Background: an optimization exercise with open tools, aiming at a short achievable clock period and few clock cycles. Do not read the settings as production practice. RTL that was checked went through simulation tests only; none was proved equivalent to the original. Only the layout flow was run in runs 1 and 2; the RTL was not checked for function there. The clock cells of run 5 come from the design's own scripts or RTL, not from TritonCTS. The clock port is modelled as an ideal driver, which makes a skipped or thinned clock tree look cheaper than it is; a real chip needs a root buffer or a tree. Power and IR drop assume default switching activity.

<file path="flow/design.v">
`timescale 1ns / 1ps
module day4_top( clk, rst, rom_addr, rom_data, sum_overlap, sum_contain, done );
    input clk;
    input rst;
    output [13:0] rom_addr;
    input [7:0] rom_data;
    output [15:0] sum_contain;
    output [15:0] sum_overlap;
    output done;
    localparam S_NEW = 0,    
               S_RA  = 1,    
               S_RD1 = 2,    
               S_RB2 = 3,    
               S_RC2 = 4,    
               S_RC  = 5,    
               S_RB3 = 6,    
               S_RD3 = 7,    
               S_RD4 = 8,    
               S_RB4 = 9,    
               S_IDL = 10;   
    localparam NS = 11;
    reg [13:0] addr;
    reg [7:0]  data_q;
    reg [NS-1:0] st0;
    reg [11:0]   line0;
    reg [6:0]    a0, b0, c0, d0;
    reg [NS-1:0] st1;
    reg [11:0]   line1;
    reg [6:0]    a1, b1, c1, d1;
    reg          free1;       
    reg          both1;       
    reg          full1;       
    reg          zero1;       
    reg [NS-1:0] cont1;       
    reg [1:0]    off1;        
    reg [NS-1:0] st2;
    reg [11:0]   line2;
    reg [6:0]    a2, b2, c2, d2;
    reg [11:0] next_line;
    reg        term;
    reg        inc_c, inc_o;
    reg [15:0] cnt_c, cnt_o;
    reg [2:0]  fc, fo;         
    reg        int_done;
    assign rom_addr = addr;
    assign sum_contain = cnt_c;
    assign sum_overlap = cnt_o;
    assign done = int_done;
    wire [6:0] v = data_q[6:0];
    wire zero = (data_q == 8'd0);
    wire lt_a = v < a0;
    wire lt_c = v < c0;
    wire eq_a = v == a0;
    wire eq_d = v == d0;
    wire is99 = v == 7'd99;
    wire fin_dis  = (st0[S_RD1] & lt_a) | (st0[S_RB3] & lt_c) | (st0[S_RD4] & lt_a);
    wire fin_both = (st0[S_RB2] & eq_d) | (st0[S_RC] & eq_a) |
                    (st0[S_RB3] & ~lt_c & is99) | (st0[S_RD4] & ~lt_a & is99);
    wire fin_full = st0[S_RC2] | st0[S_RD3] | st0[S_RB4];
    wire [NS-1:0] cont;
    assign cont[S_NEW] = 1'b0;
    assign cont[S_RA]  = 1'b0;
    assign cont[S_RD1] = st0[S_RA] & v[6];
    assign cont[S_RC]  = st0[S_RA] & ~v[6];
    assign cont[S_RB2] = st0[S_RD1];
    assign cont[S_RC2] = st0[S_RB2];
    assign cont[S_RB3] = st0[S_RC] & ~lt_a;
    assign cont[S_RD4] = st0[S_RC] & lt_a;
    assign cont[S_RD3] = st0[S_RB3];
    assign cont[S_RB4] = st0[S_RD4];
    assign cont[S_IDL] = st0[S_IDL];
    wire [1:0] cont_off = (cont[S_RD1] | cont[S_RD3] | cont[S_RD4]) ? 2'd3 :
                          (cont[S_RC2] | cont[S_RC]) ? 2'd2 :
                          (cont[S_RB2] | cont[S_RB3] | cont[S_RB4]) ? 2'd1 : 2'd0;
    wire new_line = free1 & ~term;
    wire to_idle  = (st1[S_RA] & (zero1 | term)) | (free1 & term) | st1[S_IDL];
    wire [NS-1:0] n_st = new_line ? ({{(NS-1){1'b0}}, 1'b1} << S_RA) :
                         to_idle  ? ({{(NS-1){1'b0}}, 1'b1} << S_IDL) : cont1;
    wire [11:0] n_line = new_line ? next_line : line1;
    wire [1:0]  n_off  = new_line ? 2'd0 : off1;
    always @(posedge clk) begin
        data_q <= rom_data;
        if (rst) begin
            addr <= 14'd0;
            st0 <= {{(NS-1){1'b0}}, 1'b1} << S_NEW;
            st1 <= {{(NS-1){1'b0}}, 1'b1} << S_NEW;
            st2 <= {{(NS-1){1'b0}}, 1'b1} << S_RA;
            free1 <= 1'b1;
            both1 <= 1'b0;
            full1 <= 1'b0;
            zero1 <= 1'b0;
            line2 <= 12'd0;
            next_line <= 12'd1;
            term <= 1'b0;
            inc_c <= 1'b0;
            inc_o <= 1'b0;
            cnt_c <= 16'd0;
            cnt_o <= 16'd0;
            fc <= 3'd0;
            fo <= 3'd0;
            int_done <= 1'b0;
        end else begin
            st1 <= st0;
            free1 <= fin_dis | fin_both | fin_full | st0[S_NEW];
            both1 <= fin_both;
            full1 <= fin_full;
            zero1 <= st0[S_RA] & zero;
            addr <= {n_line, n_off};
            st2 <= n_st;
            line2 <= n_line;
            if (new_line)
                next_line <= next_line + 12'd1;
            if (st1[S_RA] & zero1)
                term <= 1'b1;
            st0 <= st2;
            inc_c <= both1 | (full1 & (((a1 <= c1) & (d1 <= b1)) | ((c1 <= a1) & (b1 <= d1))));
            inc_o <= both1 | (full1 & (a1 <= d1) & (c1 <= b1));
            if (inc_c) begin
                cnt_c[3:0] <= cnt_c[3:0] + 4'd1;
                if (fc[0]) cnt_c[7:4] <= cnt_c[7:4] + 4'd1;
                if (fc[0] & fc[1]) cnt_c[11:8] <= cnt_c[11:8] + 4'd1;
                if (fc[0] & fc[1] & fc[2]) cnt_c[15:12] <= cnt_c[15:12] + 4'd1;
                fc[0] <= (cnt_c[3:0] == 4'd14);
                if (fc[0]) fc[1] <= (cnt_c[7:4] == 4'd14);
                if (fc[0] & fc[1]) fc[2] <= (cnt_c[11:8] == 4'd14);
            end
            if (inc_o) begin
                cnt_o[3:0] <= cnt_o[3:0] + 4'd1;
                if (fo[0]) cnt_o[7:4] <= cnt_o[7:4] + 4'd1;
                if (fo[0] & fo[1]) cnt_o[11:8] <= cnt_o[11:8] + 4'd1;
                if (fo[0] & fo[1] & fo[2]) cnt_o[15:12] <= cnt_o[15:12] + 4'd1;
                fo[0] <= (cnt_o[3:0] == 4'd14);
                if (fo[0]) fo[1] <= (cnt_o[7:4] == 4'd14);
                if (fo[0] & fo[1]) fo[2] <= (cnt_o[11:8] == 4'd14);
            end
            if (term & st0[S_IDL] & st1[S_IDL] & st2[S_IDL])
                int_done <= 1'b1;
        end
        cont1 <= cont;
        off1 <= cont_off;
        line1 <= line0;
        a1 <= st0[S_RA] ? v : a0;
        b1 <= (st0[S_RB2] | st0[S_RB3] | st0[S_RB4]) ? v : b0;
        c1 <= (st0[S_RC2] | st0[S_RC]) ? v : c0;
        d1 <= (st0[S_RD1] | st0[S_RD3] | st0[S_RD4]) ? v : d0;
        a2 <= a1; b2 <= b1; c2 <= c1; d2 <= d1;
        line0 <= line2;
        a0 <= a2; b0 <= b2; c0 <= c2; d0 <= d2;
    end
endmodule
</file>
<file path="flow/run.sh">
#!/bin/bash
# synth_recipe.tcl (not shown) runs the flow's synth.tcl, then flattens the netlist and writes it again
# the make line also repeats each setting of config.mk as NAME=value (left out here)
make -C /OpenROAD-flow-scripts/flow DESIGN_CONFIG=/design/flow/config.mk WORK_HOME=/design/flow/orfs CLKGATE_MAP_FILE= SYNTH_SCRIPT=/design/flow/synth_recipe.tcl finish
</file>
<file path="flow/config.mk">
export PLATFORM = sky130hd
export DESIGN_NAME = day4_top
export DESIGN_NICKNAME = day4_top
export VERILOG_FILES = /design/flow/design.v
export SDC_FILE = /design/flow/constraint.sdc
export NUM_CORES = 4
export LEC_CHECK = 0
export ABC_CLOCK_PERIOD_IN_PS = 1500
export CAP_MARGIN = 20
export CORE_MARGIN = 2
export CORE_UTILIZATION = 60
export PLACE_DENSITY = 0.7
export SETUP_SLACK_MARGIN = 2.4
export SLEW_MARGIN = 20
export TNS_END_PERCENT = 100
</file>
<file path="flow/constraint.sdc">
create_clock -name core_clock -period 4.0 [get_ports {clk}]
set_input_delay 0.8000 -clock core_clock [delete_from_list [all_inputs] [get_ports {clk}]]
set_output_delay 0.8000 -clock core_clock [all_outputs]
set_load 0.01 [all_outputs]
</file>
==> impl_metrics.py, run 1 <==
metrics = {
    "global_route": {
        "grt.overflow.total": 0,
        "grt_usage": 0.224,
        "grt_first_pass_wirelength_um": 24300,
        "grt_pass1_vias": 5089,
        "grt_max_degree": 63,
        "antenna_violations_before_repair": 0,
    },
    "clock_tree": {
        "tritoncts_clock_tree": "yes",
        "h_tree_levels": 1,
        "cts_inserted_buffers": 21,
        "clock-sinks": 222,
        "clock-root-buffer": "sky130_fd_sc_hd__clkbuf_16",
        "clk_transition_reported_paths_ns": 0.07,
        "hold_buffers": 0,
        "cts_buffer_depth": 3,
        "worstSkewPairLatency_ns": 0.49,
    },
    "power_and_ir_drop": {
        "seqPwrFrac": 0.506,
        "combPwrFrac": 0.074,
        "intPower_w": 0.00361,
        "power_density_nw_per_um2": 469,
        "p_leak_nw": 4.08,
        "worst_ir_drop_vdd_uv": 381,
        "power_dissipated_by_switching_net_loads_w": 0.00102,
        "power_frac_clock": 0.420,
        "sw_frac_of_total": 0.221,
    },
    "routing": {
        "detail_route.drc_violations": 0,
        "wl_per_cell_um": 14.9,
        "vias_per_cell": 5.17,
        "dr_total_vias": 5222,
        "first_pass_iters": 4,
        "drt.antenna.violating_nets": 0,
        "detailedRoute.firstIterationViolations": 250,
        "wl_um": 15100,
    },
    "timing": {
        "fmax_mhz": 534,
        "hold-worst-slack_ns": 0.313,
        "slew_viol_final": 0,
        "hold_violations": 0,
        "grt_setup_unrepaired": "yes",
        "worstMarginPinSlew_ns": 0.667,
        "final_min_period_over_clock_period": 0.468,
        "timing.max_slew.rel_slack": 0.553,
        "timing.final.crit_period_ns": 1.87,
        "final.setup.tns_ns": 0,
        "timing.final.setup_violations": 0,
        "worst_clock_skew_ns": 0.0123,
    },
    "worst_setup_path": {
        "timing.critical_path.to_type": "register",
        "critical_path.max_fanout": 3,
        "critPathLaunchType": "register",
        "required_time_of_the_critical_path_ns": 4.39,
        "path_class": "reg -> reg",
        "timing.critical_path.arrival_ns": 2.26,
    },
    "synthesis": {
        "synthesized_cell_area_sq_um": 7540,
        "yosys_register_bits": 222,
        "synthesis.area_per_instance_sq_um": 10.7,
        "post_synth_num_cell_types": 41,
        "yosys_most_used_dff": "sky130_fd_sc_hd__dfxtp_1",
        "postSynth.asyncResetShare": 0,
        "synth.area.top_cells": "sky130_fd_sc_hd__dfxtp_1 59%, sky130_fd_sc_hd__ha_1 9.3%, sky130_fd_sc_hd__xor2_1 3.3%",
        "mappedNetlistNets": 770,
        "synth_top_cell_area_share": 0.589,
        "synth.yosys.seq_area_share": 0.589,
        "top_cell_type_by_total_area_after_synthesis": "sky130_fd_sc_hd__dfxtp_1",
        "yosysMostFrequentCell": "sky130_fd_sc_hd__dfxtp_1",
        "yosys_warnings": 1,
        "number_of_enable_flip_flop_cells_after_synthesis": 0,
        "post_synth_inst_count": 704,
        "synthTopCellsByCount": "222 x sky130_fd_sc_hd__dfxtp_1, 61 x sky130_fd_sc_hd__nor2_1, 56 x sky130_fd_sc_hd__ha_1",
    },
    "job": {
        "drv_cap": 0,
    },
    "final_layout": {
        "syn2layout_area_growth_pct": 31.0,
        "drive_gt1_frac": 0.346,
        "layout.cell_area.non_filler_sq_um": 9880,
        "design.final.nets": 895,
        "layout.filler_cells": 745,
        "n_antenna_cell": 0,
        "instances_no_fill": 1010,
    },
    "die": {
        "placement_rows": 40,
        "chipHeight_um": 116,
        "die_area_sq_um": 13500,
        "dieWidth_um": 116,
        "floorplan.initialDensity": 0.620,
        "placeableCoreArea_sq_um": 12200,
        "top_level_ports": 57,
    },
    "placed_design": {
        "dpl_cell_area_sq_um": 8280,
        "place_congestion": 0.799,
        "number_of_buffer_cells_added_on_primary_ports": 56,
        "placed_cells": 909,
        "detailed_place_hpwl_um": 9370,
    },
    "worst_hold_path": {
        "worst_hold_path_class": "reg -> reg",
    },
    "outcome": {
        "result_of_the_run": "no timing/DRC/antenna violations",
    },
}
-- flip-flops by register name (all words and copies together), names as in the netlist, 10 cells and up --
signal	count
st0	11
line0	12
st2	10
cnt_o	16
cnt_c	16
line1	12
line2	12
next_line	12
-- what timing repair did --
item / CTS / global route
setup buffers: 50 / 15
pin swaps: 12 / 14
resized for setup: 331 / 40
setup endpoints to repair: 93 / 119
gates cloned: 0 / 0
-- power by group through the flow --
stage / Clock (W) / Sequential [W] / Combinational, W
floorplan: 0 / 0.00238 / 0.000184
global placement: 0 / 0.00240 / 0.000234
detailed placement: 0 / 0.00240 / 0.000243
CTS: 0.00198 / 0.00234 / 0.000296
global route: 0.00207 / 0.00235 / 0.000386
finish: 0.00194 / 0.00234 / 0.000345
-- logic make-up after synthesis --
family                   after synthesis  share of synthesized area
flip-flops                           222                      0.589
AND/OR/NAND/NOR                      216                      0.142
AO/OA/AOI/OAI                         90                     0.0688
buffers and inverters                 64                     0.0353
adder cells (fa/ha/maj)               56                     0.0929
XOR/XNOR                              37                     0.0430
multiplexers                          19                     0.0284
-- stage by stage --
step	setup WS [ns]	util	power [W]
after floorplan	2.31	-	0.00256
after global placement	1.98	0.681	0.00263
after detailed placement	1.94	0.681	0.00264
after CTS	2.10	0.790	0.00461
after global routing	2.06	0.813	0.00481
final	2.13	0.813	0.00463
-- final timing paths --
kind	slack, ns	startpoint	endpoint	cells after the start
min	0.31	d2[2]	d0[2]	0
max reg2reg	2.13	a1[5]	inc_c	6
min reg2reg	0.31	d2[2]	d0[2]	0
max	2.13	a1[5]	inc_c	6
-- layout make-up --
type                       count  area, sq um  area share
tap                          168          210      0.0213
inverter                      44          165      0.0167
clock inverter                 6         58.8     0.00595
clock buffer                  30          629      0.0637
multi-input combinational    418         3140       0.318
sequential                   222         4580       0.463
timing repair buffer         122         1100       0.112
-- cell usage in the layout (no fill, tap or decap), types with 3 or more instances in the layout --
master | netlist | layout
sky130_fd_sc_hd__nand2b_1 | 7 | 7
sky130_fd_sc_hd__a211oi_1 | 10 | 6
sky130_fd_sc_hd__dfxtp_2 | 0 | 51
sky130_fd_sc_hd__xnor2_1 | 9 | 9
sky130_fd_sc_hd__inv_1 | 44 | 36
sky130_fd_sc_hd__a211oi_2 | 0 | 4
sky130_fd_sc_hd__xor2_1 | 28 | 28
sky130_fd_sc_hd__nand3_1 | 12 | 12
sky130_fd_sc_hd__clkbuf_16 | 0 | 21
sky130_fd_sc_hd__and2_1 | 14 | 14
sky130_fd_sc_hd__clkbuf_8 | 2 | 7
sky130_fd_sc_hd__clkdlybuf4s50_1 | 0 | 8
sky130_fd_sc_hd__dfxtp_4 | 0 | 18
sky130_fd_sc_hd__ha_4 | 0 | 13
sky130_fd_sc_hd__nand4_1 | 23 | 23
sky130_fd_sc_hd__inv_2 | 0 | 8
sky130_fd_sc_hd__clkinv_2 | 0 | 4
sky130_fd_sc_hd__nor2_1 | 61 | 57
sky130_fd_sc_hd__a21o_1 | 3 | 3
sky130_fd_sc_hd__buf_2 | 4 | 3
sky130_fd_sc_hd__a21oi_2 | 0 | 7
sky130_fd_sc_hd__buf_6 | 0 | 47
sky130_fd_sc_hd__nor3_1 | 6 | 5
sky130_fd_sc_hd__or3_1 | 5 | 5
sky130_fd_sc_hd__a21oi_1 | 42 | 35
sky130_fd_sc_hd__o21ai_0 | 22 | 13
sky130_fd_sc_hd__ha_1 | 56 | 43
sky130_fd_sc_hd__dfxtp_1 | 222 | 153
sky130_fd_sc_hd__nand2_1 | 55 | 55
sky130_fd_sc_hd__o21ai_1 | 0 | 7
sky130_fd_sc_hd__nor2b_1 | 18 | 17
sky130_fd_sc_hd__mux2_2 | 19 | 19
sky130_fd_sc_hd__buf_4 | 0 | 64
sky130_fd_sc_hd__nor2_2 | 0 | 3
-- metal layers --
layer	up-vias	part of all wire	wire, um	track usage
met4	0	0.025	378	0.0730
met2	109	0.48	7300	0.397
met3	26	0.041	612	0.0353
met1	2473	0.45	6790	0.283
li1	2614	-	-	-
met5	-	0	0	0
-- worst max-delay path: stages, from the launching register on --
cell and delay, ns:
sky130_fd_sc_hd__dfxtp_2 0.35, sky130_fd_sc_hd__inv_1 0.06, sky130_fd_sc_hd__ha_1 0.31, sky130_fd_sc_hd__o21ai_1 0.18, sky130_fd_sc_hd__o22ai_2 0.11, sky130_fd_sc_hd__or4_4 0.48
sky130_fd_sc_hd__a311oi_2 0.28
==> run 2: changes to the inputs <==
--- a/flow/design.v
+++ b/flow/design.v
@@ -20,4 +20,20 @@
                S_IDL = 10;   
     localparam NS = 11;
+    function lt7(input [6:0] x, input [6:0] y);
+        reg [6:0] e;
+        begin
+            e = ~(x ^ y);
+            lt7 = (~x[6] & y[6]) |
+                  (e[6] & ~x[5] & y[5]) |
+                  (e[6] & e[5] & ~x[4] & y[4]) |
+                  (e[6] & e[5] & e[4] & ~x[3] & y[3]) |
+                  (e[6] & e[5] & e[4] & e[3] & ~x[2] & y[2]) |
+                  (e[6] & e[5] & e[4] & e[3] & e[2] & ~x[1] & y[1]) |
+                  (e[6] & e[5] & e[4] & e[3] & e[2] & e[1] & ~x[0] & y[0]);
+        end
+    endfunction
+    function eq7(input [6:0] x, input [6:0] y);
+        eq7 = (x == y);
+    endfunction
     reg [13:0] addr;
     reg [7:0]  data_q;
@@ -28,4 +44,5 @@
     reg [11:0]   line1;
     reg [6:0]    a1, b1, c1, d1;
+    reg          ac1, ca1, db1, bd1, ad1, cb1;   
     reg          free1;       
     reg          both1;       
@@ -37,4 +54,6 @@
     reg [11:0]   line2;
     reg [6:0]    a2, b2, c2, d2;
+    reg          ac2, ca2, db2, bd2, ad2, cb2;
+    reg          ac0, ca0, db0, bd0, ad0, cb0;
     reg [11:0] next_line;
     reg        term;
@@ -49,9 +68,19 @@
     wire [6:0] v = data_q[6:0];
     wire zero = (data_q == 8'd0);
-    wire lt_a = v < a0;
-    wire lt_c = v < c0;
-    wire eq_a = v == a0;
-    wire eq_d = v == d0;
-    wire is99 = v == 7'd99;
+    wire lt_a = lt7(v, a0);
+    wire lt_b = lt7(v, b0);
+    wire lt_c = lt7(v, c0);
+    wire lt_d = lt7(v, d0);
+    wire eq_a = eq7(v, a0);
+    wire eq_b = eq7(v, b0);
+    wire eq_d = eq7(v, d0);
+    wire is99 = (v == 7'd99);
+    wire rd_b = st0[S_RB2] | st0[S_RB3] | st0[S_RB4];
+    wire rd_c = st0[S_RC2] | st0[S_RC];
+    wire rd_d = st0[S_RD1] | st0[S_RD3] | st0[S_RD4];
+    wire b_after_d = st0[S_RB2] | st0[S_RB4];
+    wire d_after_b = st0[S_RD3];
+    wire b_after_c = st0[S_RB3] | st0[S_RB4];
+    wire c_after_b = st0[S_RC2];
     wire fin_dis  = (st0[S_RD1] & lt_a) | (st0[S_RB3] & lt_c) | (st0[S_RD4] & lt_a);
     wire fin_both = (st0[S_RB2] & eq_d) | (st0[S_RC] & eq_a) |
@@ -114,6 +143,6 @@
                 term <= 1'b1;
             st0 <= st2;
-            inc_c <= both1 | (full1 & (((a1 <= c1) & (d1 <= b1)) | ((c1 <= a1) & (b1 <= d1))));
-            inc_o <= both1 | (full1 & (a1 <= d1) & (c1 <= b1));
+            inc_c <= both1 | (full1 & ((ac1 & db1) | (ca1 & bd1)));
+            inc_o <= both1 | (full1 & ad1 & cb1);
             if (inc_c) begin
                 cnt_c[3:0] <= cnt_c[3:0] + 4'd1;
@@ -141,10 +170,18 @@
         line1 <= line0;
         a1 <= st0[S_RA] ? v : a0;
-        b1 <= (st0[S_RB2] | st0[S_RB3] | st0[S_RB4]) ? v : b0;
-        c1 <= (st0[S_RC2] | st0[S_RC]) ? v : c0;
-        d1 <= (st0[S_RD1] | st0[S_RD3] | st0[S_RD4]) ? v : d0;
+        b1 <= rd_b ? v : b0;
+        c1 <= rd_c ? v : c0;
+        d1 <= rd_d ? v : d0;
+        ac1 <= rd_c ? ~lt_a : ac0;
+        ca1 <= rd_c ? (lt_a | eq_a) : ca0;
+        ad1 <= rd_d ? ~lt_a : ad0;
+        db1 <= b_after_d ? ~lt_d : d_after_b ? (lt_b | eq_b) : db0;
+        bd1 <= b_after_d ? (lt_d | eq_d) : d_after_b ? ~lt_b : bd0;
+        cb1 <= b_after_c ? ~lt_c : c_after_b ? (lt_b | eq_b) : cb0;
         a2 <= a1; b2 <= b1; c2 <= c1; d2 <= d1;
+        ac2 <= ac1; ca2 <= ca1; db2 <= db1; bd2 <= bd1; ad2 <= ad1; cb2 <= cb1;
         line0 <= line2;
         a0 <= a2; b0 <= b2; c0 <= c2; d0 <= d2;
+        ac0 <= ac2; ca0 <= ca2; db0 <= db2; bd0 <= bd2; ad0 <= ad2; cb0 <= cb2;
     end
 endmodule
==> run 2 against run 1 <==
Largest cell class unchanged. Global-route usage up 0.44 points. Area after synthesis down 0.41%. Sequential power up 8.5%. Die area down 0.40%. Worst setup slack worse by 0.14 ns. First-iteration DRC count up 26%. Non-clock buffer count up 6. Sequential share of layout area up 3.6 points. Count of clock-buffer cells in the layout up 4. Critical path depth up 1.
==> impl_metrics.py, run 2 <==
metrics = {
    "routing": {
        "vias_per_cell": 5.19,
        "detail_route.drc_violations": 0,
        "dr_total_vias": 5207,
        "wl_per_cell_um": 15.6,
        "first_pass_iters": 7,
        "wl_um": 15700,
        "drt.antenna.violating_nets": 0,
        "detailedRoute.firstIterationViolations": 314,
    },
    "die": {
        "placement_rows": 40,
        "floorplan.initialDensity": 0.620,
        "top_level_ports": 57,
        "die_area_sq_um": 13400,
        "placeableCoreArea_sq_um": 12100,
        "chipHeight_um": 116,
        "dieWidth_um": 116,
    },
    "synthesis": {
        "synthXorXnorAreaFrac": 0.0490,
        "top_cell_type_by_total_area_after_synthesis": "sky130_fd_sc_hd__dfxtp_1",
        "synth.area.top_cells": "sky130_fd_sc_hd__dfxtp_1 64%, sky130_fd_sc_hd__nand2_1 3.3%, sky130_fd_sc_hd__ha_1 3.2%",
        "post_synthesis_simple_gate_area_fraction": 0.159,
        "synthesis.area_per_instance_sq_um": 10.8,
        "post_synth_num_cell_types": 49,
        "post_synth_inst_count": 695,
        "postSynth.asyncResetShare": 0,
        "yosys_most_used_dff": "sky130_fd_sc_hd__dfxtp_1",
        "synth.yosys.seq_area_share": 0.640,
        "synth_compound_gate_area_share": 0.0758,
        "yosys_warnings": 1,
        "number_of_enable_flip_flop_cells_after_synthesis": 0,
        "synth_top_cell_area_share": 0.640,
        "synthMuxAreaShare": 0.0135,
        "synthTopCellsByCount": "240 x sky130_fd_sc_hd__dfxtp_1, 67 x sky130_fd_sc_hd__nand2_1, 56 x sky130_fd_sc_hd__nor2_1",
        "yosys_register_bits": 240,
        "synthesized_cell_area_sq_um": 7510,
        "post_synth_fa_ha_maj_area_fraction": 0.0383,
        "synth_top_family_by_area": "simple AND/OR/NAND/NOR gates",
        "mappedNetlistNets": 724,
        "yosysMostFrequentCell": "sky130_fd_sc_hd__dfxtp_1",
    },
    "timing": {
        "timing.final.crit_period_ns": 2.02,
        "worstMarginPinSlew_ns": 0.733,
        "final_min_period_over_clock_period": 0.504,
        "worst_clock_skew_ns": 0.0127,
        "timing.max_slew.rel_slack": 0.507,
        "timing.final.setup_violations": 0,
        "grt_setup_unrepaired": "yes",
        "slew_viol_final": 0,
        "fmax_mhz": 496,
        "setup_slack_ns": 1.98,
        "hold_violations": 0,
        "hold-worst-slack_ns": 0.325,
        "final.setup.tns_ns": 0,
    },
    "clock_tree": {
        "cts_inserted_buffers": 23,
        "h_tree_levels": 1,
        "clock-sinks": 240,
        "worstSkewPairLatency_ns": 0.50,
        "tritoncts_clock_tree": "yes",
        "clock-root-buffer": "sky130_fd_sc_hd__clkbuf_16",
        "clk_transition_reported_paths_ns": 0.06,
        "cts_buffer_depth": 3,
    },
    "global_route": {
        "grt.overflow.total": 0,
        "antenna_violations_before_repair": 0,
        "grt_max_degree": 51,
        "grt_usage": 0.229,
        "grt_pass1_vias": 5171,
        "grt_first_pass_wirelength_um": 24500,
    },
    "power_and_ir_drop": {
        "worst_ir_drop_vdd_uv": 434,
        "p_leak_nw": 3.95,
        "power_density_nw_per_um2": 491,
    },
    "final_layout": {
        "layout.cell_area.non_filler_sq_um": 9840,
        "n_antenna_cell": 0,
        "drive_gt1_frac": 0.309,
        "layout_top_registers": "cnt_c: 16 flops, cnt_o: 16 flops",
        "design.final.nets": 850,
        "syn2layout_area_growth_pct": 31.0,
        "leading_cell_types_in_the_layout_fill_and_taps_excluded": "184 x sky130_fd_sc_hd__dfxtp_1, 67 x sky130_fd_sc_hd__nand2_1, 64 x sky130_fd_sc_hd__buf_4",
        "layout_commonest_cell": "sky130_fd_sc_hd__dfxtp_1",
    },
    "placed_design": {
        "place_congestion": 0.851,
        "dpl_cell_area_sq_um": 8220,
        "number_of_buffer_cells_added_on_primary_ports": 56,
        "post-place-ws_ns": 1.88,
        "detailed_place_hpwl_um": 9080,
    },
    "outcome": {
        "result_of_the_run": "no timing/DRC/antenna violations",
    },
    "worst_setup_path": {
        "timing.critical_path.arrival_ns": 2.38,
        "required_time_of_the_critical_path_ns": 4.37,
        "path_class": "reg -> reg",
        "critPathLaunchType": "register",
        "timing.critical_path.to_type": "register",
        "critical_path.max_fanout": 3,
    },
    "job": {
        "drv_cap": 0,
    },
    "worst_hold_path": {
        "worst_hold_path_class": "reg -> reg",
    },
}
run 2: cell count changes after synthesis, moves of 12 or more:
cell                      previous run  this run
sky130_fd_sc_hd__ha_1               56        19
sky130_fd_sc_hd__nand2_1            55        67
sky130_fd_sc_hd__dfxtp_1           222       240
sky130_fd_sc_hd__inv_1              44        18
run 2: timing repair:
| action | in CTS | in global routing |
|---|---|---|
| setup endpoints to repair | 73 | 118 |
| pin swaps | 14 | 11 |
| buffers inserted | 52 | 16 |
| hold buffers | 0 | 0 |
| gates resized for setup | 325 | 33 |
run 2: per-stage QoR:
| stage | util | std cells | power (W) |
|---|---|---|---|
| after floorplan | - | 695 | 0.00269 |
| after global placement | 0.679 | 896 | 0.00275 |
| after detailed placement | 0.679 | 896 | 0.00276 |
| after CTS | 0.795 | 988 | 0.00484 |
| after global routing | 0.812 | 1004 | 0.00498 |
| final | 0.812 | 1004 | 0.00483 |
run 2: layout make-up:
type                       instances  area [sq um]
sequential                       240          4910
multi-input combinational        410          2750
fill                             737          2270
timing repair buffer             128          1170
clock buffer                      34           637
tap                              168           210
clock inverter                     6          86.3
inverter                          18          80.1
run 2: cells by family after synthesis:
group                    Yosys count
AO/OA/AOI/OAI                     96
adder cells (fa/ha/maj)           24
buffers and inverters             45
XOR/XNOR                          42
flip-flops                       240
AND/OR/NAND/NOR                  239
multiplexers                       9
run 2: critical path, cell delays in order (launching register included):
cell and delay [ns]:
sky130_fd_sc_hd__dfxtp_4 0.37, sky130_fd_sc_hd__inv_6 0.03, sky130_fd_sc_hd__ha_4 0.21, sky130_fd_sc_hd__and3b_2 0.23, sky130_fd_sc_hd__nor4_4 0.30, sky130_fd_sc_hd__o311ai_2 0.16
sky130_fd_sc_hd__and3_4 0.20, sky130_fd_sc_hd__or4_1 0.39
run 2: per-layer routing:
metal	track usage	vias to the layer above	routed length, um	part of all wire
li1	-	2576	-	-
met1	0.273	2463	6690	0.43
met2	0.408	125	7860	0.50
met3	0.0377	43	545	0.035
met4	0.0992	0	586	0.037
met5	0	-	0	0
run 2: power breakdown:
part           switching (W)  internal [W]  total (W)
Sequential         0.0000589       0.00248    0.00254
Clock               0.000833       0.00123    0.00206
Combinational       0.000116      0.000114   0.000229
run 2: worst paths after layout:
path,startpoint,end,slack (ns),depth (start not counted)
worst min-delay path,b2[2],b0[2],0.33,0
worst min register to register,b2[2],b0[2],0.33,0
worst max register to register,data_q[6],off1[1],1.98,7
worst max-delay path,data_q[6],off1[1],1.98,7
==> run 3: changes to the inputs <==
--- a/flow/design.v
+++ b/flow/design.v
@@ -33,19 +33,16 @@
         end
     endfunction
-    function eq7(input [6:0] x, input [6:0] y);
-        eq7 = (x == y);
-    endfunction
     reg [13:0] addr;
-    reg [7:0]  data_q;
+    reg [6:0]  data_q;
+    reg q_lt_a, q_lt_b, q_lt_c, q_lt_d, q_eq_a, q_eq_b, q_eq_d, q_99, q_zero;
     reg [NS-1:0] st0;
     reg [11:0]   line0;
     reg [6:0]    a0, b0, c0, d0;
+    reg          ac0, ca0, db0, bd0, ad0, cb0;   
     reg [NS-1:0] st1;
     reg [11:0]   line1;
     reg [6:0]    a1, b1, c1, d1;
-    reg          ac1, ca1, db1, bd1, ad1, cb1;   
+    reg          ac1, ca1, db1, bd1, ad1, cb1;
     reg          free1;       
-    reg          both1;       
-    reg          full1;       
     reg          zero1;       
     reg [NS-1:0] cont1;       
@@ -55,5 +52,4 @@
     reg [6:0]    a2, b2, c2, d2;
     reg          ac2, ca2, db2, bd2, ad2, cb2;
-    reg          ac0, ca0, db0, bd0, ad0, cb0;
     reg [11:0] next_line;
     reg        term;
@@ -66,14 +62,25 @@
     assign sum_overlap = cnt_o;
     assign done = int_done;
-    wire [6:0] v = data_q[6:0];
-    wire zero = (data_q == 8'd0);
-    wire lt_a = lt7(v, a0);
-    wire lt_b = lt7(v, b0);
-    wire lt_c = lt7(v, c0);
-    wire lt_d = lt7(v, d0);
-    wire eq_a = eq7(v, a0);
-    wire eq_b = eq7(v, b0);
-    wire eq_d = eq7(v, d0);
-    wire is99 = (v == 7'd99);
+    wire [6:0] r = rom_data[6:0];
+    wire in_lt_a = lt7(r, a2);
+    wire in_lt_b = lt7(r, b2);
+    wire in_lt_c = lt7(r, c2);
+    wire in_lt_d = lt7(r, d2);
+    wire in_eq_a = (r == a2);
+    wire in_eq_b = (r == b2);
+    wire in_eq_d = (r == d2);
+    wire in_99   = (r == 7'd99);
+    wire in_zero = (rom_data == 8'd0);
+    wire [6:0] v = data_q;
+    wire zero = q_zero;
+    wire lt_a = q_lt_a;
+    wire lt_b = q_lt_b;
+    wire lt_c = q_lt_c;
+    wire lt_d = q_lt_d;
+    wire eq_a = q_eq_a;
+    wire eq_b = q_eq_b;
+    wire eq_d = q_eq_d;
+    wire is99 = q_99;
+    wire rd_a = st0[S_RA];
     wire rd_b = st0[S_RB2] | st0[S_RB3] | st0[S_RB4];
     wire rd_c = st0[S_RC2] | st0[S_RC];
@@ -83,4 +90,10 @@
     wire b_after_c = st0[S_RB3] | st0[S_RB4];
     wire c_after_b = st0[S_RC2];
+    wire n_ac = rd_c ? ~lt_a : ac0;
+    wire n_ca = rd_c ? (lt_a | eq_a) : ca0;
+    wire n_ad = rd_d ? ~lt_a : ad0;
+    wire n_db = b_after_d ? ~lt_d : d_after_b ? (lt_b | eq_b) : db0;
+    wire n_bd = b_after_d ? (lt_d | eq_d) : d_after_b ? ~lt_b : bd0;
+    wire n_cb = b_after_c ? ~lt_c : c_after_b ? (lt_b | eq_b) : cb0;
     wire fin_dis  = (st0[S_RD1] & lt_a) | (st0[S_RB3] & lt_c) | (st0[S_RD4] & lt_a);
     wire fin_both = (st0[S_RB2] & eq_d) | (st0[S_RC] & eq_a) |
@@ -109,5 +122,14 @@
     wire [1:0]  n_off  = new_line ? 2'd0 : off1;
     always @(posedge clk) begin
-        data_q <= rom_data;
+        data_q <= rom_data[6:0];
+        q_lt_a <= in_lt_a;
+        q_lt_b <= in_lt_b;
+        q_lt_c <= in_lt_c;
+        q_lt_d <= in_lt_d;
+        q_eq_a <= in_eq_a;
+        q_eq_b <= in_eq_b;
+        q_eq_d <= in_eq_d;
+        q_99 <= in_99;
+        q_zero <= in_zero;
         if (rst) begin
             addr <= 14'd0;
@@ -116,6 +138,4 @@
             st2 <= {{(NS-1){1'b0}}, 1'b1} << S_RA;
             free1 <= 1'b1;
-            both1 <= 1'b0;
-            full1 <= 1'b0;
             zero1 <= 1'b0;
             line2 <= 12'd0;
@@ -132,6 +152,4 @@
             st1 <= st0;
             free1 <= fin_dis | fin_both | fin_full | st0[S_NEW];
-            both1 <= fin_both;
-            full1 <= fin_full;
             zero1 <= st0[S_RA] & zero;
             addr <= {n_line, n_off};
@@ -143,6 +161,6 @@
                 term <= 1'b1;
             st0 <= st2;
-            inc_c <= both1 | (full1 & ((ac1 & db1) | (ca1 & bd1)));
-            inc_o <= both1 | (full1 & ad1 & cb1);
+            inc_c <= fin_both | (fin_full & ((n_ac & n_db) | (n_ca & n_bd)));
+            inc_o <= fin_both | (fin_full & n_ad & n_cb);
             if (inc_c) begin
                 cnt_c[3:0] <= cnt_c[3:0] + 4'd1;
@@ -169,14 +187,9 @@
         off1 <= cont_off;
         line1 <= line0;
-        a1 <= st0[S_RA] ? v : a0;
+        a1 <= rd_a ? v : a0;
         b1 <= rd_b ? v : b0;
         c1 <= rd_c ? v : c0;
         d1 <= rd_d ? v : d0;
-        ac1 <= rd_c ? ~lt_a : ac0;
-        ca1 <= rd_c ? (lt_a | eq_a) : ca0;
-        ad1 <= rd_d ? ~lt_a : ad0;
-        db1 <= b_after_d ? ~lt_d : d_after_b ? (lt_b | eq_b) : db0;
-        bd1 <= b_after_d ? (lt_d | eq_d) : d_after_b ? ~lt_b : bd0;
-        cb1 <= b_after_c ? ~lt_c : c_after_b ? (lt_b | eq_b) : cb0;
+        ac1 <= n_ac; ca1 <= n_ca; db1 <= n_db; bd1 <= n_bd; ad1 <= n_ad; cb1 <= n_cb;
         a2 <= a1; b2 <= b1; c2 <= c1; d2 <= d1;
         ac2 <= ac1; ca2 <= ca1; db2 <= db1; bd2 <= bd1; ad2 <= ad1; cb2 <= cb1;
==> run 3 against run 2 <==
Sequential power grew 2%. Final cell count shrank 3.2%. Core utilization is 3.5 points lower. Hold slack about the same. Worst setup slack improved by 0.24 ns. Combinational power decreased by 29%. Still clean on timing, DRC and antenna. Fmax is 13% higher. Area after synthesis increased by 3.3%. Global-route usage down 1.7 points. Sequential share of layout area increased by 1.1 points. Design area down 0.27%. Die area increased by 3.2%.
==> impl_metrics.py, run 3 <==
metrics = {
    "routing": {
        "drt.antenna.violating_nets": 0,
        "first_pass_iters": 4,
        "vias_per_cell": 5.15,
        "wl_per_cell_um": 15.4,
        "dr_total_vias": 5004,
        "wl_um": 14900,
        "detailedRoute.firstIterationViolations": 231,
        "detail_route.drc_violations": 0,
    },
    "worst_setup_path": {
        "cp_slowest_cell": "sky130_fd_sc_hd__dfxtp_4",
        "crit_chain": "buf_6",
        "path_class": "reg -> out",
        "critPathLaunchType": "register",
        "required_time_of_the_critical_path_ns": 3.20,
        "worst_path_dominant_cell_family": "flip-flops",
        "timing.critical_path.arrival_ns": 0.98,
        "critical_path.max_fanout": 2,
        "timing.critical_path.to_type": "output pin",
        "max_stage_delay_ns": 0.35,
        "timing.critical_path.buf_inv": 1,
    },
    "power_and_ir_drop": {
        "sw_frac_of_total": 0.206,
        "worst_ir_drop_vdd_uv": 387,
        "p_leak_nw": 4.04,
        "intPower_w": 0.00409,
        "power_density_nw_per_um2": 526,
        "seqPwrFrac": 0.505,
        "combPwrFrac": 0.032,
        "power_dissipated_by_switching_net_loads_w": 0.00106,
        "power_frac_clock": 0.463,
    },
    "timing": {
        "timing.max_slew.rel_slack": 0.587,
        "hold_violations": 0,
        "worst_clock_skew_ns": 0.0269,
        "fmax_mhz": 562,
        "timing.final.setup_violations": 0,
        "final_min_period_over_clock_period": 0.445,
        "final.setup.tns_ns": 0,
        "timing.final.crit_period_ns": 1.78,
        "worstMarginPinSlew_ns": 0.619,
        "setup_slack_ns": 2.22,
        "slew_viol_final": 0,
        "grt_setup_unrepaired": "yes",
    },
    "final_layout": {
        "leading_cell_types_in_the_layout_fill_and_taps_excluded": "198 x sky130_fd_sc_hd__dfxtp_1, 50 x sky130_fd_sc_hd__nor2_1, 48 x sky130_fd_sc_hd__buf_6",
        "layout_top_registers": "cnt_c: 16 flops, cnt_o: 16 flops",
        "design.final.nets": 811,
        "layout_commonest_cell": "sky130_fd_sc_hd__dfxtp_1",
        "syn2layout_area_growth_pct": 26.4,
        "n_antenna_cell": 0,
        "fin_util": 0.778,
        "drive_gt1_frac": 0.298,
        "instances_no_fill": 972,
    },
    "synthesis": {
        "number_of_enable_flip_flop_cells_after_synthesis": 0,
        "top_cell_type_by_total_area_after_synthesis": "sky130_fd_sc_hd__dfxtp_1",
        "synth.yosys.seq_area_share": 0.634,
        "synth_top_cell_area_share": 0.634,
        "postSynth.asyncResetShare": 0,
        "mappedNetlistNets": 709,
        "synthTopCellsByCount": "246 x sky130_fd_sc_hd__dfxtp_1, 50 x sky130_fd_sc_hd__nor2_1, 42 x sky130_fd_sc_hd__nand2_1",
        "post_synth_num_cell_types": 57,
        "yosys_most_used_dff": "sky130_fd_sc_hd__dfxtp_1",
        "post_synth_inst_count": 680,
        "synthesized_cell_area_sq_um": 7760,
        "yosysMostFrequentCell": "sky130_fd_sc_hd__dfxtp_1",
        "synth.area.top_cells": "sky130_fd_sc_hd__dfxtp_1 63%, sky130_fd_sc_hd__mux2_2 3.9%, sky130_fd_sc_hd__ha_1 3.1%",
        "yosys_warnings": 1,
        "yosys_register_bits": 246,
        "synthesis.area_per_instance_sq_um": 11.4,
    },
    "clock_tree": {
        "h_tree_levels": 1,
        "cts_buffer_depth": 3,
        "worstSkewPairLatency_ns": 0.52,
        "clock-sinks": 246,
        "cts_inserted_buffers": 24,
        "tritoncts_clock_tree": "yes",
        "hold_buffers": 0,
        "clock-root-buffer": "sky130_fd_sc_hd__clkbuf_16",
        "clk_transition_reported_paths_ns": 0.06,
    },
    "die": {
        "chipHeight_um": 118,
        "dieWidth_um": 118,
        "placeableCoreArea_sq_um": 12600,
        "placement_rows": 41,
        "die_area_sq_um": 13900,
        "floorplan.initialDensity": 0.615,
        "top_level_ports": 57,
    },
    "placed_design": {
        "placed_cells": 883,
        "post-place-ws_ns": 1.45,
        "detailed_place_hpwl_um": 9190,
        "place_congestion": 0.831,
        "number_of_buffer_cells_added_on_primary_ports": 56,
    },
    "outcome": {
        "result_of_the_run": "no timing/DRC/antenna violations",
    },
    "global_route": {
        "grt_max_degree": 59,
        "grt_pass1_vias": 4997,
        "grt.overflow.total": 0,
        "antenna_violations_before_repair": 0,
        "grt_first_pass_wirelength_um": 24200,
        "grt_usage": 0.212,
    },
    "job": {
        "drv_cap": 0,
    },
    "worst_hold_path": {
        "worst_hold_path_class": "reg -> reg",
    },
}
## run 3: area by class of cell
| class | count | area [sq um] |
|---|---|---|
| Sequential cell | 246 | 5000 |
| Fill cell | 842 | 2810 |
| Multi-Input combinational cell | 385 | 2690 |
| Timing Repair Buffer | 102 | 935 |
| Clock buffer | 35 | 732 |
| Tap cell | 172 | 215 |
| Clock inverter | 9 | 149 |
| Inverter | 23 | 88.8 |
## run 3: timing repair
| item | in CTS | in global routing |
|---|---|---|
| gates resized for setup | 317 | 13 |
| pin swaps | 3 | 3 |
| setup endpoints to repair | 97 | 123 |
| setup buffers | 33 | 12 |
## run 3: kinds of logic (layout without fill, tap and decap cells)
logic type | count (synthesis) | in the layout | share of synthesized area
simple gates | 216 | 216 | 0.148
mux | 29 | 29 | 0.0417
xor+xnor | 43 | 43 | 0.0485
flops | 246 | 246 | 0.634
fa+ha+maj | 23 | 23 | 0.0358
compound gates | 74 | 74 | 0.0617
buf+inv | 49 | 169 | 0.0300
## run 3: routing by layer
| layer | GRT usage | vias up | part of all wire | routed length, um |
|---|---|---|---|---|
| li1 | - | 2498 | - | - |
| met1 | 0.266 | 2379 | 0.44 | 6620 |
| met2 | 0.369 | 96 | 0.50 | 7420 |
| met3 | 0.0378 | 31 | 0.032 | 483 |
| met4 | 0.0723 | 0 | 0.028 | 414 |
| met5 | 0 | - | 0 | 0 |
## run 3: power by group through the flow
stage / combinational, W / clock [W] / sequential (W)
after floorplan: 0.000118 / 0 / 0.00264
after global placement: 0.000146 / 0 / 0.00266
after detailed placement: 0.000152 / 0 / 0.00266
after CTS: 0.000162 / 0.00242 / 0.00261
after global routing: 0.000180 / 0.00253 / 0.00261
final: 0.000163 / 0.00239 / 0.00260
## run 3: per-stage QoR
step,total power [W],hold slack (ns),instance area [sq um]
6_report,0.00516,0.325,9810
5_1_grt,0.00532,0.331,9810
4_1_cts,0.00519,0.327,9720
3_5_place_dp,0.00281,0.313,8420
3_3_place_gp,0.00280,0.310,8420
2_1_floorplan,0.00275,0.310,7810
## run 3: final timing paths
path | start | endpoint | slack, ns | cells after the start
worst max-delay path | cnt_o[0] | sum_overlap[0] | 2.22 | 1
worst min-delay path | bd1 | bd2 | 0.33 | 0
worst min register to register | bd1 | bd2 | 0.33 | 0
worst max register to register | inc_o | cnt_o[15] | 2.49 | 4
Testbench counts of run 3, summed over its fixed seeds: cycles 23,731.
==> run 4: changes to the inputs <==
==> flow/flow/run.sh (new file) <==
#!/bin/bash
# The standard layout, with the clock tree that ORFS's CTS builds replaced
# by a two-level one (flow/clocktree.tcl, run as ORFS's POST_CTS_TCL hook).
set -euo pipefail
here=$(pwd)
echo "export POST_CTS_TCL = $here/flow/clocktree.tcl" >> config.mk
bash standard.sh finish > standard_make.log 2>&1
==> flow/flow/clocktree.tcl (new file) <==
# Rebuild the clock tree with two levels of buffers: the clock port drives
# four clkbuf_16 buffers, one per quadrant of the registers' placement, and
# each of those drives LEAVES clkbuf_16 buffers, each driving the registers
# of one part of its quadrant (split at the median along the wider side).
# Run as POST_CTS_TCL, after ORFS's CTS.
set block [ord::get_db_block]
set db [ord::get_db]
set clk_net [$block findNet clk]
set bufm [$db findMaster sky130_fd_sc_hd__clkbuf_16]

# all clock sinks (register clock pins) reached from the clock port
set sinks {}
set cts_bufs {}
proc walk {net} {
  global sinks cts_bufs
  foreach it [$net getITerms] {
    set inst [$it getInst]
    if {[$it getIoType] != "INPUT"} { continue }
    set m [[$inst getMaster] getName]
    if {[string match "sky130_fd_sc_hd__clkbuf_*" $m] || [string match "sky130_fd_sc_hd__clkinv*" $m] || [string match "sky130_fd_sc_hd__buf_*" $m]} {
      lappend cts_bufs $inst
      foreach o [$inst getITerms] {
        if {[$o getIoType] == "OUTPUT" && [$o getNet] != "NULL"} { walk [$o getNet] }
      }
    } else {
      lappend sinks $it
    }
  }
}
walk $clk_net
puts "clocktree: [llength $sinks] sinks, [llength $cts_bufs] old buffers"


if {![info exists ::env(CT_LEAVES)]} { set ::env(CT_LEAVES) 3 }
set leaves_per_root $::env(CT_LEAVES)

# sink positions
set pos [dict create]
foreach it $sinks {
  set b [[$it getInst] getBBox]
  dict set pos $it [list [expr {([$b xMin] + [$b xMax]) / 2}] [expr {([$b yMin] + [$b yMax]) / 2}]]
}
proc ctr {items} {
  global pos
  set sx 0; set sy 0
  foreach it $items { lassign [dict get $pos $it] x y; incr sx $x; incr sy $y }
  set n [llength $items]
  return [list [expr {$sx / $n}] [expr {$sy / $n}]]
}
# split items into n parts of near-equal size, cutting across the wider side
proc bisect {items n} {
  global pos
  if {$n <= 1 || [llength $items] < 2} { return [list $items] }
  set xs {}; set ys {}
  foreach it $items { lassign [dict get $pos $it] x y; lappend xs $x; lappend ys $y }
  set xs [lsort -integer $xs]; set ys [lsort -integer $ys]
  set wx [expr {[lindex $xs end] - [lindex $xs 0]}]
  set wy [expr {[lindex $ys end] - [lindex $ys 0]}]
  set k [expr {$wx >= $wy ? 0 : 1}]
  set sorted [lsort -integer -index 1 [lmap it $items {list $it [lindex [dict get $pos $it] $k]}]]
  set n1 [expr {$n / 2}]
  set cut [expr {[llength $items] * $n1 / $n}]
  set a [lmap p [lrange $sorted 0 [expr {$cut - 1}]] {lindex $p 0}]
  set b [lmap p [lrange $sorted $cut end] {lindex $p 0}]
  return [concat [bisect $a $n1] [bisect $b [expr {$n - $n1}]]]
}
proc place_buf {name master x y} {
  global block
  set inst [odb::dbInst_create $block $master $name]
  $inst setLocation [expr {$x - [$master getWidth] / 2}] [expr {$y - [$master getHeight] / 2}]
  $inst setPlacementStatus PLACED
  return $inst
}
# drop the old tree
set old_nets {}
foreach inst $cts_bufs {
  foreach o [$inst getITerms] {
    if {[$o getIoType] == "OUTPUT" && [$o getNet] != "NULL"} { lappend old_nets [$o getNet] }
  }
}
foreach it $sinks { $it disconnect }
foreach inst $cts_bufs { odb::dbInst_destroy $inst }
foreach n [lsort -unique $old_nets] {
  if {[llength [$n getITerms]] == 0 && [llength [$n getBTerms]] == 0} { odb::dbNet_destroy $n }
}


set roots [bisect $sinks 4]
set r 0
foreach rg $roots {
  set rnet [odb::dbNet_create $block "clknet_r$r"]
  $rnet setSigType CLOCK
  set l 0
  set lcs {}
  foreach lg [bisect $rg $leaves_per_root] {
    set lnet [odb::dbNet_create $block "clknet_r${r}_l$l"]
    $lnet setSigType CLOCK
    lassign [ctr $lg] cx cy
    lappend lcs [list $cx $cy]
    set inst [place_buf "clkbuf_r${r}_l$l" $bufm $cx $cy]
    [$inst findITerm A] connect $rnet
    [$inst findITerm X] connect $lnet
    foreach it $lg { $it connect $lnet }
    puts "clocktree: root $r leaf $l: [llength $lg] sinks at [expr {$cx / 1000.0}] [expr {$cy / 1000.0}]"
    incr l
  }
  set sx 0; set sy 0
  foreach c $lcs { incr sx [lindex $c 0]; incr sy [lindex $c 1] }
  set inst [place_buf "clkbuf_r$r" $bufm [expr {$sx / [llength $lcs]}] [expr {$sy / [llength $lcs]}]]
  [$inst findITerm A] connect $clk_net
  [$inst findITerm X] connect $rnet
  incr r
}

detailed_placement
estimate_parasitics -placement
repair_timing_helper
detailed_placement
check_placement -verbose
==> flow/standard.sh (new file) <==
#!/bin/bash
# synth_recipe.tcl (not shown) runs the flow's synth.tcl, then flattens the netlist and writes it again
# the make line also repeats each setting of config.mk as NAME=value (left out here)
make -C /OpenROAD-flow-scripts/flow DESIGN_CONFIG=/design/flow/config.mk WORK_HOME=/design/flow/orfs CLKGATE_MAP_FILE= SYNTH_SCRIPT=/design/flow/synth_recipe.tcl "${@:-finish}"
--- a/flow/config.mk
+++ b/flow/config.mk
@@ -14,2 +14,3 @@
 export SLEW_MARGIN = 20
 export TNS_END_PERCENT = 100
+export POST_CTS_TCL = /design/flow/flow/clocktree.tcl
removed: flow/run.sh
==> run 4 against run 3 <==
The flow now stops in clock tree synthesis (4_1_cts). Synthesized cell count did not move. Area after synthesis did not move.
==> impl_metrics.py, run 4 <==
metrics = {
    "outcome": {
        "result_of_the_run": "did not finish",
        "haltStage": "clock tree synthesis (4_1_cts)",
        "firstError": "Error: cts.tcl, 90 divide by zero",
    },
    "synthesis": {
        "synthMuxAreaShare": 0.0417,
        "yosysMostFrequentCell": "sky130_fd_sc_hd__dfxtp_1",
        "synth_top_cell_area_share": 0.634,
        "yosys_warnings": 1,
        "number_of_enable_flip_flop_cells_after_synthesis": 0,
        "post_synth_fa_ha_maj_area_fraction": 0.0358,
        "postSynth.asyncResetShare": 0,
        "yosys_most_used_dff": "sky130_fd_sc_hd__dfxtp_1",
        "synth_top_family_by_area": "simple AND/OR/NAND/NOR gates",
        "post_synthesis_simple_gate_area_fraction": 0.148,
        "post_synth_num_cell_types": 57,
        "synthesized_cell_area_sq_um": 7760,
        "synth.yosys.seq_area_share": 0.634,
        "synth_compound_gate_area_share": 0.0617,
        "synthXorXnorAreaFrac": 0.0485,
        "yosys_register_bits": 246,
        "synthesis.area_per_instance_sq_um": 11.4,
        "synthTopCellsByCount": "246 x sky130_fd_sc_hd__dfxtp_1, 50 x sky130_fd_sc_hd__nor2_1, 42 x sky130_fd_sc_hd__nand2_1",
        "synth.area.top_cells": "sky130_fd_sc_hd__dfxtp_1 63%, sky130_fd_sc_hd__mux2_2 3.9%, sky130_fd_sc_hd__ha_1 3.1%",
        "mappedNetlistNets": 709,
        "post_synth_inst_count": 680,
        "top_cell_type_by_total_area_after_synthesis": "sky130_fd_sc_hd__dfxtp_1",
    },
    "clock_tree": {
        "clock-sinks": 246,
    },
    "die": {
        "dieWidth_um": 118,
        "floorplan.initialDensity": 0.615,
        "placement_rows": 41,
        "top_level_ports": 57,
        "chipHeight_um": 118,
    },
    "placed_design": {
        "detailed_place_hpwl_um": 9190,
        "dpl_cell_area_sq_um": 8420,
        "place_congestion": 0.831,
        "number_of_buffer_cells_added_on_primary_ports": 56,
    },
}
-- run 4: how the worst min path moves through the flow --
stage	from	to	slack, ns
floorplan	a1[0]	a2[0]	0.31
global placement	db1	db2	0.31
detailed placement	d1[6]	d2[6]	0.31
-- run 4: cell families after synthesis --
| family | count (synthesis) |
|---|---|
| flip-flops | 246 |
| AND/OR/NAND/NOR | 216 |
| AO/OA/AOI/OAI | 74 |
| buffers and inverters | 49 |
| XOR/XNOR | 43 |
| multiplexers | 29 |
| adder cells (fa/ha/maj) | 23 |
-- run 4: through the flow --
stage                     setup WS (ns)   util  power (W)  instances
after detailed placement           1.45  0.667    0.00281        883
after global placement             1.51  0.667    0.00280        883
after floorplan                    2.22      -    0.00275        680
-- run 4: power groups by stage --
stage | Combinational, W | Sequential, W | Clock, W
after detailed placement | 0.000152 | 0.00266 | 0
after global placement | 0.000146 | 0.00266 | 0
after floorplan | 0.000118 | 0.00264 | 0
==> run 5: changes to the inputs <==
--- a/flow/flow/clocktree.tcl
+++ b/flow/flow/clocktree.tcl
@@ -4,14 +4,13 @@
 # of one part of its quadrant (split at the median along the wider side).
 # Run as POST_CTS_TCL, after ORFS's CTS.
-set block [ord::get_db_block]
+set ::block [ord::get_db_block]
 set db [ord::get_db]
-set clk_net [$block findNet clk]
+set clk_net [$::block findNet clk]
 set bufm [$db findMaster sky130_fd_sc_hd__clkbuf_16]
 
 # all clock sinks (register clock pins) reached from the clock port
-set sinks {}
-set cts_bufs {}
+set ::sinks {}
+set ::cts_bufs {}
 proc walk {net} {
-  global sinks cts_bufs
   foreach it [$net getITerms] {
     set inst [$it getInst]
@@ -19,15 +18,15 @@
     set m [[$inst getMaster] getName]
     if {[string match "sky130_fd_sc_hd__clkbuf_*" $m] || [string match "sky130_fd_sc_hd__clkinv*" $m] || [string match "sky130_fd_sc_hd__buf_*" $m]} {
-      lappend cts_bufs $inst
+      lappend ::cts_bufs $inst
       foreach o [$inst getITerms] {
         if {[$o getIoType] == "OUTPUT" && [$o getNet] != "NULL"} { walk [$o getNet] }
       }
     } else {
-      lappend sinks $it
+      lappend ::sinks $it
     }
   }
 }
 walk $clk_net
-puts "clocktree: [llength $sinks] sinks, [llength $cts_bufs] old buffers"
+puts "clocktree: [llength $::sinks] sinks, [llength $::cts_bufs] old buffers"
 
 
@@ -36,13 +35,12 @@
 
 # sink positions
-set pos [dict create]
-foreach it $sinks {
+set ::pos [dict create]
+foreach it $::sinks {
   set b [[$it getInst] getBBox]
-  dict set pos $it [list [expr {([$b xMin] + [$b xMax]) / 2}] [expr {([$b yMin] + [$b yMax]) / 2}]]
+  dict set ::pos $it [list [expr {([$b xMin] + [$b xMax]) / 2}] [expr {([$b yMin] + [$b yMax]) / 2}]]
 }
 proc ctr {items} {
-  global pos
   set sx 0; set sy 0
-  foreach it $items { lassign [dict get $pos $it] x y; incr sx $x; incr sy $y }
+  foreach it $items { lassign [dict get $::pos $it] x y; incr sx $x; incr sy $y }
   set n [llength $items]
   return [list [expr {$sx / $n}] [expr {$sy / $n}]]
@@ -50,13 +48,12 @@
 # split items into n parts of near-equal size, cutting across the wider side
 proc bisect {items n} {
-  global pos
   if {$n <= 1 || [llength $items] < 2} { return [list $items] }
   set xs {}; set ys {}
-  foreach it $items { lassign [dict get $pos $it] x y; lappend xs $x; lappend ys $y }
+  foreach it $items { lassign [dict get $::pos $it] x y; lappend xs $x; lappend ys $y }
   set xs [lsort -integer $xs]; set ys [lsort -integer $ys]
   set wx [expr {[lindex $xs end] - [lindex $xs 0]}]
   set wy [expr {[lindex $ys end] - [lindex $ys 0]}]
   set k [expr {$wx >= $wy ? 0 : 1}]
-  set sorted [lsort -integer -index 1 [lmap it $items {list $it [lindex [dict get $pos $it] $k]}]]
+  set sorted [lsort -integer -index 1 [lmap it $items {list $it [lindex [dict get $::pos $it] $k]}]]
   set n1 [expr {$n / 2}]
   set cut [expr {[llength $items] * $n1 / $n}]
@@ -66,6 +63,5 @@
 }
 proc place_buf {name master x y} {
-  global block
-  set inst [odb::dbInst_create $block $master $name]
+  set inst [odb::dbInst_create $::block $master $name]
   $inst setLocation [expr {$x - [$master getWidth] / 2}] [expr {$y - [$master getHeight] / 2}]
   $inst setPlacementStatus PLACED
@@ -74,11 +70,11 @@
 # drop the old tree
 set old_nets {}
-foreach inst $cts_bufs {
+foreach inst $::cts_bufs {
   foreach o [$inst getITerms] {
     if {[$o getIoType] == "OUTPUT" && [$o getNet] != "NULL"} { lappend old_nets [$o getNet] }
   }
 }
-foreach it $sinks { $it disconnect }
-foreach inst $cts_bufs { odb::dbInst_destroy $inst }
+foreach it $::sinks { $it disconnect }
+foreach inst $::cts_bufs { odb::dbInst_destroy $inst }
 foreach n [lsort -unique $old_nets] {
   if {[llength [$n getITerms]] == 0 && [llength [$n getBTerms]] == 0} { odb::dbNet_destroy $n }
@@ -86,13 +82,13 @@
 
 
-set roots [bisect $sinks 4]
+set roots [bisect $::sinks 4]
 set r 0
 foreach rg $roots {
-  set rnet [odb::dbNet_create $block "clknet_r$r"]
+  set rnet [odb::dbNet_create $::block "clknet_r$r"]
   $rnet setSigType CLOCK
   set l 0
   set lcs {}
   foreach lg [bisect $rg $leaves_per_root] {
-    set lnet [odb::dbNet_create $block "clknet_r${r}_l$l"]
+    set lnet [odb::dbNet_create $::block "clknet_r${r}_l$l"]
     $lnet setSigType CLOCK
     lassign [ctr $lg] cx cy
--- a/flow/config.mk
+++ b/flow/config.mk
@@ -11,5 +11,5 @@
 export CORE_UTILIZATION = 60
 export PLACE_DENSITY = 0.7
-export SETUP_SLACK_MARGIN = 2.4
+export SETUP_SLACK_MARGIN = 2.9
 export SLEW_MARGIN = 20
 export TNS_END_PERCENT = 100
==> run 5 against run 4 <==
Now clean on timing, DRC and antenna. Synthesized cell count stayed put. Area after synthesis unchanged.
==> impl_metrics.py, run 5 <==
metrics = {
    "die": {
        "die_area_sq_um": 13900,
        "chipHeight_um": 118,
        "floorplan.initialDensity": 0.615,
        "placeableCoreArea_sq_um": 12600,
        "placement_rows": 41,
        "top_level_ports": 57,
        "dieWidth_um": 118,
    },
    "global_route": {
        "grt_pass1_vias": 5724,
        "grt_first_pass_wirelength_um": 29900,
        "grt_usage": 0.270,
        "antenna_violations_before_repair": 0,
        "grt.overflow.total": 0,
        "grt_max_degree": 28,
    },
    "routing": {
        "detail_route.drc_violations": 0,
        "detailedRoute.firstIterationViolations": 389,
        "vias_per_cell": 5.64,
        "dr_total_vias": 5744,
        "wl_per_cell_um": 22.0,
        "first_pass_iters": 5,
        "wl_um": 22400,
        "drt.antenna.violating_nets": 0,
    },
    "synthesis": {
        "synthesized_cell_area_sq_um": 7760,
        "number_of_enable_flip_flop_cells_after_synthesis": 0,
        "postSynth.asyncResetShare": 0,
        "post_synth_inst_count": 680,
        "yosys_most_used_dff": "sky130_fd_sc_hd__dfxtp_1",
        "synthTopCellsByCount": "246 x sky130_fd_sc_hd__dfxtp_1, 50 x sky130_fd_sc_hd__nor2_1, 42 x sky130_fd_sc_hd__nand2_1",
        "synth_top_cell_area_share": 0.634,
        "top_cell_type_by_total_area_after_synthesis": "sky130_fd_sc_hd__dfxtp_1",
        "mappedNetlistNets": 709,
        "synth.yosys.seq_area_share": 0.634,
        "post_synth_num_cell_types": 57,
        "yosysMostFrequentCell": "sky130_fd_sc_hd__dfxtp_1",
        "yosys_warnings": 1,
        "synth.area.top_cells": "sky130_fd_sc_hd__dfxtp_1 63%, sky130_fd_sc_hd__mux2_2 3.9%, sky130_fd_sc_hd__ha_1 3.1%",
        "synthesis.area_per_instance_sq_um": 11.4,
        "yosys_register_bits": 246,
    },
    "timing": {
        "slew_viol_final": 0,
        "grt_setup_unrepaired": "yes",
        "worst_clock_skew_ns": 0.0192,
        "hold_violations": 0,
        "final_min_period_over_clock_period": 0.406,
        "worstMarginPinSlew_ns": 0.364,
        "setup_slack_ns": 2.37,
        "final.setup.tns_ns": 0,
        "timing.max_slew.rel_slack": 0.755,
        "timing.final.setup_violations": 0,
        "fmax_mhz": 615,
        "timing.final.crit_period_ns": 1.63,
    },
    "final_layout": {
        "area_taken_by_flip_flops_and_latches_sq_um": 5110,
        "drive_gt1_frac": 0.528,
        "layout.filler_cells": 455,
        "layout_commonest_cell": "sky130_fd_sc_hd__dfxtp_1",
        "design.final.nets": 874,
        "layout_top_registers": "cnt_c: 16 flops, cnt_o: 16 flops",
        "area_taken_by_multi_input_logic_gates_sq_um": 3570,
        "n_antenna_cell": 0,
        "leading_cell_types_in_the_layout_fill_and_taps_excluded": "170 x sky130_fd_sc_hd__dfxtp_1, 84 x sky130_fd_sc_hd__buf_6, 73 x sky130_fd_sc_hd__buf_4",
        "syn2layout_area_growth_pct": 46.0,
    },
    "placed_design": {
        "place_congestion": 0.804,
        "post-place-ws_ns": 1.44,
        "detailed_place_hpwl_um": 9070,
        "number_of_buffer_cells_added_on_primary_ports": 56,
    },
    "worst_hold_path": {
        "worst_hold_path_class": "reg -> reg",
        "whs_path_depth": 0,
        "hp-start": "a1[0]",
        "worstHoldEndpoint": "a2[0]",
    },
    "worst_setup_path": {
        "worst_path_dominant_cell_family": "flip-flops",
        "timing.critical_path.to_type": "output pin",
        "required_time_of_the_critical_path_ns": 3.20,
        "critical_path.max_fanout": 2,
        "critPathLaunchType": "register",
        "r2r-end": "next_line[11]",
        "r2r-start": "next_line[9]",
        "max_stage_delay_ns": 0.40,
        "cp_slowest_cell": "sky130_fd_sc_hd__dfxtp_2",
        "path_class": "reg -> out",
        "timing.critical_path.buf_inv": 1,
        "crit_chain": "buf_6",
        "timing.critical_path.arrival_ns": 0.83,
        "flop2flop_setup_slack_ns": 2.59,
        "ff2ff_path_depth": 4,
    },
    "clock_tree": {
        "worstSkewPairLatency_ns": 0.30,
        "clk_transition_reported_paths_ns": 0.09,
        "clock-sinks": 246,
    },
    "job": {
        "drv_cap": 0,
    },
    "power_and_ir_drop": {
        "worst_ir_drop_vdd_uv": 529,
        "power_density_nw_per_um2": 403,
        "p_leak_nw": 4.65,
    },
    "outcome": {
        "result_of_the_run": "no timing/DRC/antenna violations",
    },
}
-- run 5: where the power goes --
group          switching [W]  internal [W]
Combinational       0.000150      0.000169
Sequential         0.0000666       0.00253
Clock               0.000738      0.000917
-- run 5: final cells by class --
type / count / share of cell area
Buffer: 16 / 0.0353
Clock inverter: 3 / 0.00795
Inverter: 23 / 0.00872
Multi-Input combinational cell: 385 / 0.315
Sequential cell: 246 / 0.451
Tap cell: 172 / 0.0190
Timing Repair Buffer: 173 / 0.163
-- run 5: worst max path at each step --
stage / endpoint / slack, ns / cells after the start / start
finish: sum_overlap[13] / 2.37 / 1 / cnt_o[13]
global placement: q_lt_a / 1.49 / 5 / rom_data[5]
global route: sum_overlap[13] / 2.37 / 1 / cnt_o[13]
detailed placement: q_lt_a / 1.44 / 5 / rom_data[5]
floorplan: q_lt_a / 2.22 / 5 / rom_data[6]
-- run 5: kinds of logic after synthesis --
group / after synthesis / share of synthesized area
compound gates: 74 / 0.0617
xor+xnor: 43 / 0.0485
fa+ha+maj: 23 / 0.0358
buf+inv: 49 / 0.0300
flops: 246 / 0.634
mux: 29 / 0.0417
simple gates: 216 / 0.148
-- run 5: routing by layer --
| metal | track usage | wire length, um | vias up |
|---|---|---|---|
| li1 | - | - | 2606 |
| met2 | 0.497 | 11600 | 217 |
| met1 | 0.323 | 8840 | 2844 |
| met5 | 0 | 0 | - |
| met3 | 0.0422 | 993 | 77 |
| met4 | 0.0858 | 943 | 0 |
-- run 5: through the flow --
| stage | utilization | total power (W) | instance area [sq um] | instances | hold WS [ns] |
|---|---|---|---|---|---|
| 6_report | 0.898 | 0.00457 | 11300 | 1018 | 0.326 |
| 2_1_floorplan | - | 0.00277 | 8280 | 680 | 0.310 |
| 3_5_place_dp | 0.694 | 0.00281 | 8750 | 884 | 0.312 |
| 3_3_place_gp | 0.694 | 0.00280 | 8750 | 884 | 0.310 |
| 5_1_grt | 0.898 | 0.00469 | 11300 | 1018 | 0.338 |

[separate check: timing with driven ports]
The flow's constraints put no driver on any port. The routed layouts listed below were extracted and timed again, unchanged, in two steps.
Step 1 sets driving cells, clkbuf_16 on the clock port and buf_2 on the other inputs (assumed; they add their load-dependent delay and slew).
Step 2 moves the port delays by t, midway between the first and last clock arrival at a register: inputs arrive t later, outputs are due t later. That takes back most of the time a late clock gives input paths.
Slacks: no drivers / after step 1 / after step 2; pairs: no drivers / after step 1.
run	t (ns)	setup WS [ns]	worst setup path at the end	worst register clock-pin slew, ns
run 1	0.526	2.127 / 2.127 / 2.077	input to register	0.07 / 0.07
run 2	0.531	1.983 / 1.983 / 1.983	register to register	0.06 / 0.06
run 3	0.545	2.221 / 2.182 / 1.926	input to register	0.06 / 0.06
run 5	0.382	2.375 / 2.283 / 2.116	input to register	0.09 / 0.09
After both steps every run listed still meets setup and hold. The setup slack of run 3, which loses most, moves by -0.039 ns with the drivers and by -0.295 ns with both steps.
